This design comes from an exercise in tuning for small area, a short achievable clock period and few clock cycles on the open sky130 flow, not from production work.
RTL that was checked went through simulation tests only; none was proved equivalent to the original.
Power is estimated from default activity; no workload was simulated.

Design JAM, start of the top module:
module JAM (
input CLK,
input RST,
output reg [2:0] W,
output reg [2:0] J,
input [6:0] Cost,
output reg [3:0] MatchCount,
output reg [9:0] MinCost,
output reg Valid );
reg [7:0] k;
always @(posedge CLK or posedge RST) begin
    if (RST) k <= 0;
    else if (k != 136) k <= k + 1'b1;
end
reg [5:0] addr;
always @(posedge CLK or posedge RST) begin
    if (RST) addr <= 0;
    else addr <= addr + 1'b1;
end
always @(*) begin
    W = addr[5:3];
    J = addr[2:0];
end
always @(posedge CLK) Valid <= (k == 135) || (k == 136);
reg [447:0] m;    
reg [447:0] nx;
reg [7:0] ldw;    
integer i;
always @(posedge CLK)
    for (i = 0; i < 8; i = i + 1) ldw[i] <= (k < 64) && (k[5:3] == i);
always @(*) begin
    for (i = 0; i < 64; i = i + 1)
        if (i % 8 != 7) nx[7*i +: 7] = m[7*(i+1) +: 7];
        else nx[7*i +: 7] = ldw[i / 8] ? Cost : m[7*(i-7) +: 7];
end
always @(posedge CLK) m <= nx;
wire [447:0] rd;
genvar gi;
generate for (gi = 0; gi < 64; gi = gi + 1) begin : rdg
    if (gi % 8 == 7 && gi / 8 != 7) assign rd[7*gi +: 7] = m[7*(gi-7) +: 7];
    else assign rd[7*gi +: 7] = nx[7*gi +: 7];
end endgenerate
reg [17:0] sel;
always @(posedge CLK)
    if (k < 8'd67) sel <= 18'h12949;
    else if (k < 8'd75) sel <= 18'h24632;
    else if (k < 8'd83) sel <= 18'hca4a;
    else if (k < 8'd91) sel <= 18'h11a49;
    else if (k < 8'd99) sel <= 18'h22534;
    else if (k < 8'd107) sel <= 18'ha58c;
    else if (k < 8'd115) sel <= 18'ha94c;
    else if (k < 8'd123) sel <= 18'h11689;
    else if (k < 8'd127) sel <= 18'h21634;
    else sel <= 18'hc68a;
wire [223:0] c;
  ...
Size: ~5500 cells after synthesis, about 30 I/O pins.
make LEC_CHECK=0 CAP_MARGIN=20 CORE_MARGIN=2 CORE_UTILIZATION=40 CTS_CLUSTER_DIAMETER=80 CTS_CLUSTER_SIZE=24 SETUP_SLACK_MARGIN=3.2 SLEW_MARGIN=20 finish   # period 6.0 ns
run.sh (not shown) runs the stock make flow with config.mk's settings and CLKGATE_MAP_FILE= SYNTH_SCRIPT=/design/flow/synth_recipe.tcl, a recipe that flattens the netlist after the stock synthesis.
Testbench counts at the start, summed over its fixed seeds: cycles 1,644.
Rerun with:
Settings changed: CORE_UTILIZATION 40 to 60, PLACE_DENSITY from default to 0.75.
What happened: The changed run produced a clean layout; final area goes down by 2.0%; area after synthesis stays the same; setup slack gets worse by 0.064 ns; power is lower by 4.2%; register-to-register slack degrades by 0.06 ns.


JAM, a different RTL version from the one above (not shown whole).
Size in the first run: roughly 970 flip-flops, ~53000 um2 of cells after synthesis.
Settings: LEC_CHECK=0, CAP_MARGIN=20, CORE_MARGIN=2, CORE_UTILIZATION=40, SETUP_SLACK_MARGIN=3.5, SLEW_MARGIN=20; clock period 6.0 ns.
Testbench counts at the start, summed over its fixed seeds: cycles 1,620.
Next try:
- CORE_UTILIZATION: 40 -> 65
- SETUP_SLACK_MARGIN: 3.5 -> 2.5
Effect:
- The new run went through all stages and came out clean
- area after synthesis is unchanged
- wire length came out lower by 9.6%
- first-iteration DRC count came out higher by 17%
- register-to-register slack degrades by 100 ps
- clock power came out lower by about 2%
- final area came out lower by 16%
- global-route usage came out higher by 11 points
- flip-flop and latch count is unchanged


JAM, a different RTL version from the one above (not shown whole).
For scale: about 59000 um^2 of cells after synthesis.
Settings: LEC_CHECK=0, ABC_CLOCK_PERIOD_IN_PS=2500, CAP_MARGIN=20, CORE_MARGIN=2, CORE_UTILIZATION=40, CTS_CLUSTER_DIAMETER=80, CTS_CLUSTER_SIZE=24, SETUP_SLACK_MARGIN=3.4, SLEW_MARGIN=20; clock period 6.0 ns.
The starting point went through all stages and came out clean.
Then changed:
- SETUP_SLACK_MARGIN: 3.4 -> 3.6
After rerunning: The new run finished with timing, DRC and antenna clean. Power rises by about 1.6%. Fmax rises by about 0.46%. Global-route usage rises by 0.35 points. Worst hold slack hardly moves. Clock skew rises by 0.0043 ns. Final cell count rises by about 2%. Combinational power rises by 6.7%. Die area stays the same. Sequential cell count does not change. Count of clock-buffer cells in the layout falls by 5.
No run of this note included a check of the RTL's function; only the layout flow was run.


Setup of build 76:
JAM, a different RTL version from the one above (not shown whole).
Size in the first run: about 5500 cells after synthesis, roughly 30 I/O pins, ~58000 um^2 of cells after synthesis.
==> flow/config.mk <==
export PLATFORM = sky130hd
export DESIGN_NAME = JAM
export DESIGN_NICKNAME = JAM
export VERILOG_FILES = /design/flow/design.v
export SDC_FILE = /design/flow/constraint.sdc
export NUM_CORES = 4
export LEC_CHECK = 0
export CAP_MARGIN = 20
export CORE_MARGIN = 2
export CORE_UTILIZATION = 40
export CTS_CLUSTER_DIAMETER = 80
export CTS_CLUSTER_SIZE = 24
export SETUP_SLACK_MARGIN = 3.4
export SLEW_MARGIN = 20
==> flow/constraint.sdc <==
create_clock -name core_clock -period 6.0 [get_ports {CLK}]
set_input_delay 1.2000 -clock core_clock [delete_from_list [all_inputs] [get_ports {CLK}]]
set_output_delay 1.2000 -clock core_clock [all_outputs]
set_load 0.01 [all_outputs]
standard.sh (not shown) runs the stock make flow with config.mk's settings and CLKGATE_MAP_FILE= SYNTH_SCRIPT=/design/flow/synth_recipe.tcl, a recipe that flattens the netlist after the stock synthesis.
==> flow/flow/run.sh <==
#!/bin/bash
# The standard layout, with the port buffers made of buf_4 cells instead of
# the library's default buffer (a slow delay cell).
set -euo pipefail
export BUFFER_PORTS_ARGS="-buffer_cell sky130_fd_sc_hd__buf_4"
bash standard.sh > standard.log 2>&1
Build 76 | status: complete | timing, DRC, antenna: pass
Testbench counts of build 76, summed over its fixed seeds: cycles 1,644.
#### Input delta (build 61 over build 76)
==> flow/run.sh (new file) <==
#!/bin/bash
# synth_recipe.tcl (not shown) runs the flow's synth.tcl, then flattens the netlist and writes it again
# the make line also repeats each setting of config.mk as NAME=value (left out here)
make -C /OpenROAD-flow-scripts/flow DESIGN_CONFIG=/design/flow/config.mk WORK_HOME=/design/flow/orfs CLKGATE_MAP_FILE= SYNTH_SCRIPT=/design/flow/synth_recipe.tcl finish
--- a/flow/config.mk
+++ b/flow/config.mk
@@ -9,3 +9,3 @@
 export CORE_MARGIN = 2
-export CORE_UTILIZATION = 40
+export CORE_UTILIZATION = 55
 export CTS_CLUSTER_DIAMETER = 80
removed: flow/flow/run.sh
removed: flow/standard.sh
--- outcome ---
Build 61 did not stop at any stage, and its layout met the timing, DRC and antenna checks.
Met1 track demand over resource in global routing in build 61 vs build 76: up 13 points
The busiest layer in global routing comes out met2 in one run and met1 in the other, namely in build 76 and build 61 respectively.
Cell with the biggest individual delay on the critical path: dfxtp_4 -> build 61, fa_2 -> build 76
Total number of multi-input combinational cells of build 76 is on par with build 61.
Against build 76, design internal power in build 61 fell by a few percent.
> inputs changed (build 61 -> build 75)
--- a/flow/config.mk
+++ b/flow/config.mk
@@ -9,6 +9,6 @@
 export CORE_MARGIN = 2
-export CORE_UTILIZATION = 55
+export CORE_UTILIZATION = 40
 export CTS_CLUSTER_DIAMETER = 80
 export CTS_CLUSTER_SIZE = 24
-export SETUP_SLACK_MARGIN = 3.4
+export SETUP_SLACK_MARGIN = 3.6
 export SLEW_MARGIN = 20
[summary]
The relative contribution of the clock network to total power number comes out higher for build 75 vs build 61.
Changes observed in build 75 relative to build 61: clock buffer instance count of the final layout went up about 12%, clock power picked up an extra 11%.
Build 75 vs build 61: final area up
### build 75 -> build 37
--- a/flow/config.mk
+++ b/flow/config.mk
@@ -12,3 +12,4 @@
 export CTS_CLUSTER_SIZE = 24
-export SETUP_SLACK_MARGIN = 3.6
+export GPL_ROUTABILITY_DRIVEN = 0
+export SETUP_SLACK_MARGIN = 3.4
 export SLEW_MARGIN = 20
### Flow results
Post-detailed-route via-to-cell ratio for build 37: 0.028 down relative to build 75. Worst setup path endpoint: su1[3][7] -> build 37, su0[5][6] -> build 75. For the area of all placed cells without fillers, build 37 came in about 8% lower than build 75 did. Build 75 -> build 37: placed instance count flat. Diff build 75..build 37 | number of buffers between clock root and the deepest sink | unchanged.


== juniper ==
Another version of the RTL of JAM (not shown whole).
For scale: roughly 1400 flip-flops, ~30 I/O pins.
clock: 6.0 ns
lec_check: 0
cap_margin: 20
core_margin: 2
core_utilization: 40
setup_slack_margin: 2.6
slew_margin: 20
run.sh (not shown) runs the stock make flow with config.mk's settings and CLKGATE_MAP_FILE= SYNTH_SCRIPT=/design/flow/synth_recipe.tcl, a recipe that flattens the netlist after the stock synthesis.
Stock flow here: none of the scripts above is used.
Testbench counts of juniper, summed over its fixed seeds: cycles 1,644.
[inputs] pepper vs juniper
- a change of SETUP_SLACK_MARGIN from 2.6 to 3.0
==> summary.txt <==
Between pepper and juniper, the required time at the endpoint of the critical path figures differ only marginally.
Sequential share of layout area for pepper: 0.16 points down relative to juniper
As far as total cell area at the placement stage is concerned, pepper and juniper perform about the same.
From juniper to pepper, setup TNS after final layout did not move at all.
Overall global routing resource usage delta (juniper -> pepper): insignificant


RTL: one of the versions met above, not the one the previous note started from.
Size in the first run: about 5400 cells after synthesis, roughly 59000 µm² of cells after synthesis.
clock: 6.0 ns
lec_check: 0
cap_margin: 20
core_margin: 2
core_utilization: 40
cts_cluster_diameter: 80
cts_cluster_size: 24
setup_slack_margin: 3.4
slew_margin: 20
Edit:
Settings changed: SETUP_SLACK_MARGIN 3.4 to 3.0.
Outcome: The changed run finished with timing, DRC and antenna clean; non-clock buffer count came out lower by 241; total power came out lower by 3.2%; cell count came out lower by 3.3%; clock-buffer cell count came out lower by 2; worst hold slack is better by 3.1 ps.
No functional check of the RTL was part of any run of this note.


RTL: one of the versions met above, not the one the previous note started from.
Size: ~5500 cells after synthesis, about 1400 flip-flops, about 60000 um2 of cells after synthesis.
==> flow/design.v (excerpt) <==
module JAM (
input CLK,
input RST,
output reg [2:0] W,
output reg [2:0] J,
input [6:0] Cost,
output reg [3:0] MatchCount,
output reg [9:0] MinCost,
output reg Valid );
Settings: LEC_CHECK=0, CAP_MARGIN=20, CORE_MARGIN=2, CORE_UTILIZATION=40, CTS_BUF_LIST=sky130_fd_sc_hd__clkbuf_8, CTS_CLUSTER_SIZE=20, SETUP_SLACK_MARGIN=3.0, SLEW_MARGIN=20; clock period 6.0 ns.
The baseline completed without violations.
Testbench counts at the start, summed over its fixed seeds: cycles 1,644.
==> next run, changes <==
CTS_BUF_LIST = not set   (was sky130_fd_sc_hd__clkbuf_8)
CTS_CLUSTER_DIAMETER = 100   (was not set)
CTS_CLUSTER_SIZE = 30   (was 20)
Outcome:
- power went down by 19%
- non-clock buffer count went up by 5
- first-iteration DRC count went up by 6.0%

==> afterwards: timing with drivers on the ports <==
Ports are ideal in the flow. The routed layouts listed here were re-timed in OpenROAD.
Step 1, drivers: a clkbuf_16 drives CLK and a buf_2 each remaining input, both assumed.
Step 2 adds t to the input delays and takes it off the output delays; t is the mean of the earliest and latest rising clock arrival at the registers after step 1. Input paths then give back, and output paths get back, about the clock's delay inside the block.
a / b / c = no drivers / after step 1 / after step 2; a / b = the first two.
| run | t (ns) | setup WS [ns] | slew at the worst register clock pin (ns) |
|---|---|---|---|
| the first run of note 1 | 0.761 | 3.255 / 3.255 / 2.593 | 0.10 / 0.10 |
| the second run of note 1 | 0.718 | 3.191 / 3.191 / 2.629 | 0.10 / 0.10 |
| the first run of note 2 | 0.782 | 2.662 / 2.662 / 2.662 | 0.08 / 0.08 |
| the second run of note 2 | 0.748 | 2.557 / 2.533 / 2.557 | 0.07 / 0.07 |
| the first run of note 3 | 0.766 | 3.259 / 3.259 / 2.767 | 0.10 / 0.10 |
| the second run of note 3 | 0.764 | 3.272 / 3.272 / 2.829 | 0.10 / 0.10 |
| build 76 | 0.768 | 3.379 / 3.379 / 2.727 | 0.10 / 0.10 |
| build 61 | 0.728 | 3.350 / 3.350 / 2.725 | 0.10 / 0.10 |
| build 75 | 0.765 | 3.331 / 3.331 / 2.932 | 0.10 / 0.10 |
| build 37 | 0.767 | 3.376 / 3.376 / 2.775 | 0.10 / 0.10 |
| juniper | 0.857 | 2.756 / 2.766 / 1.956 | 0.07 / 0.07 |
| pepper | 0.845 | 3.077 / 3.008 / 2.370 | 0.06 / 0.06 |
| the first run of note 6 | 0.766 | 3.259 / 3.259 / 2.767 | 0.10 / 0.10 |
| the second run of note 6 | 0.756 | 3.038 / 3.038 / 2.337 | 0.10 / 0.10 |
| the first run of note 7 | 1.022 | 3.036 / 3.027 / 2.169 | 0.07 / 0.07 |
| the second run of note 7 | 0.782 | 3.088 / 3.037 / 2.398 | 0.12 / 0.12 |
After both steps every run listed still meets setup and hold. For the first run of note 7, which loses most, drivers alone change the setup slack by -0.009 ns; drivers and shift together by -0.867 ns.
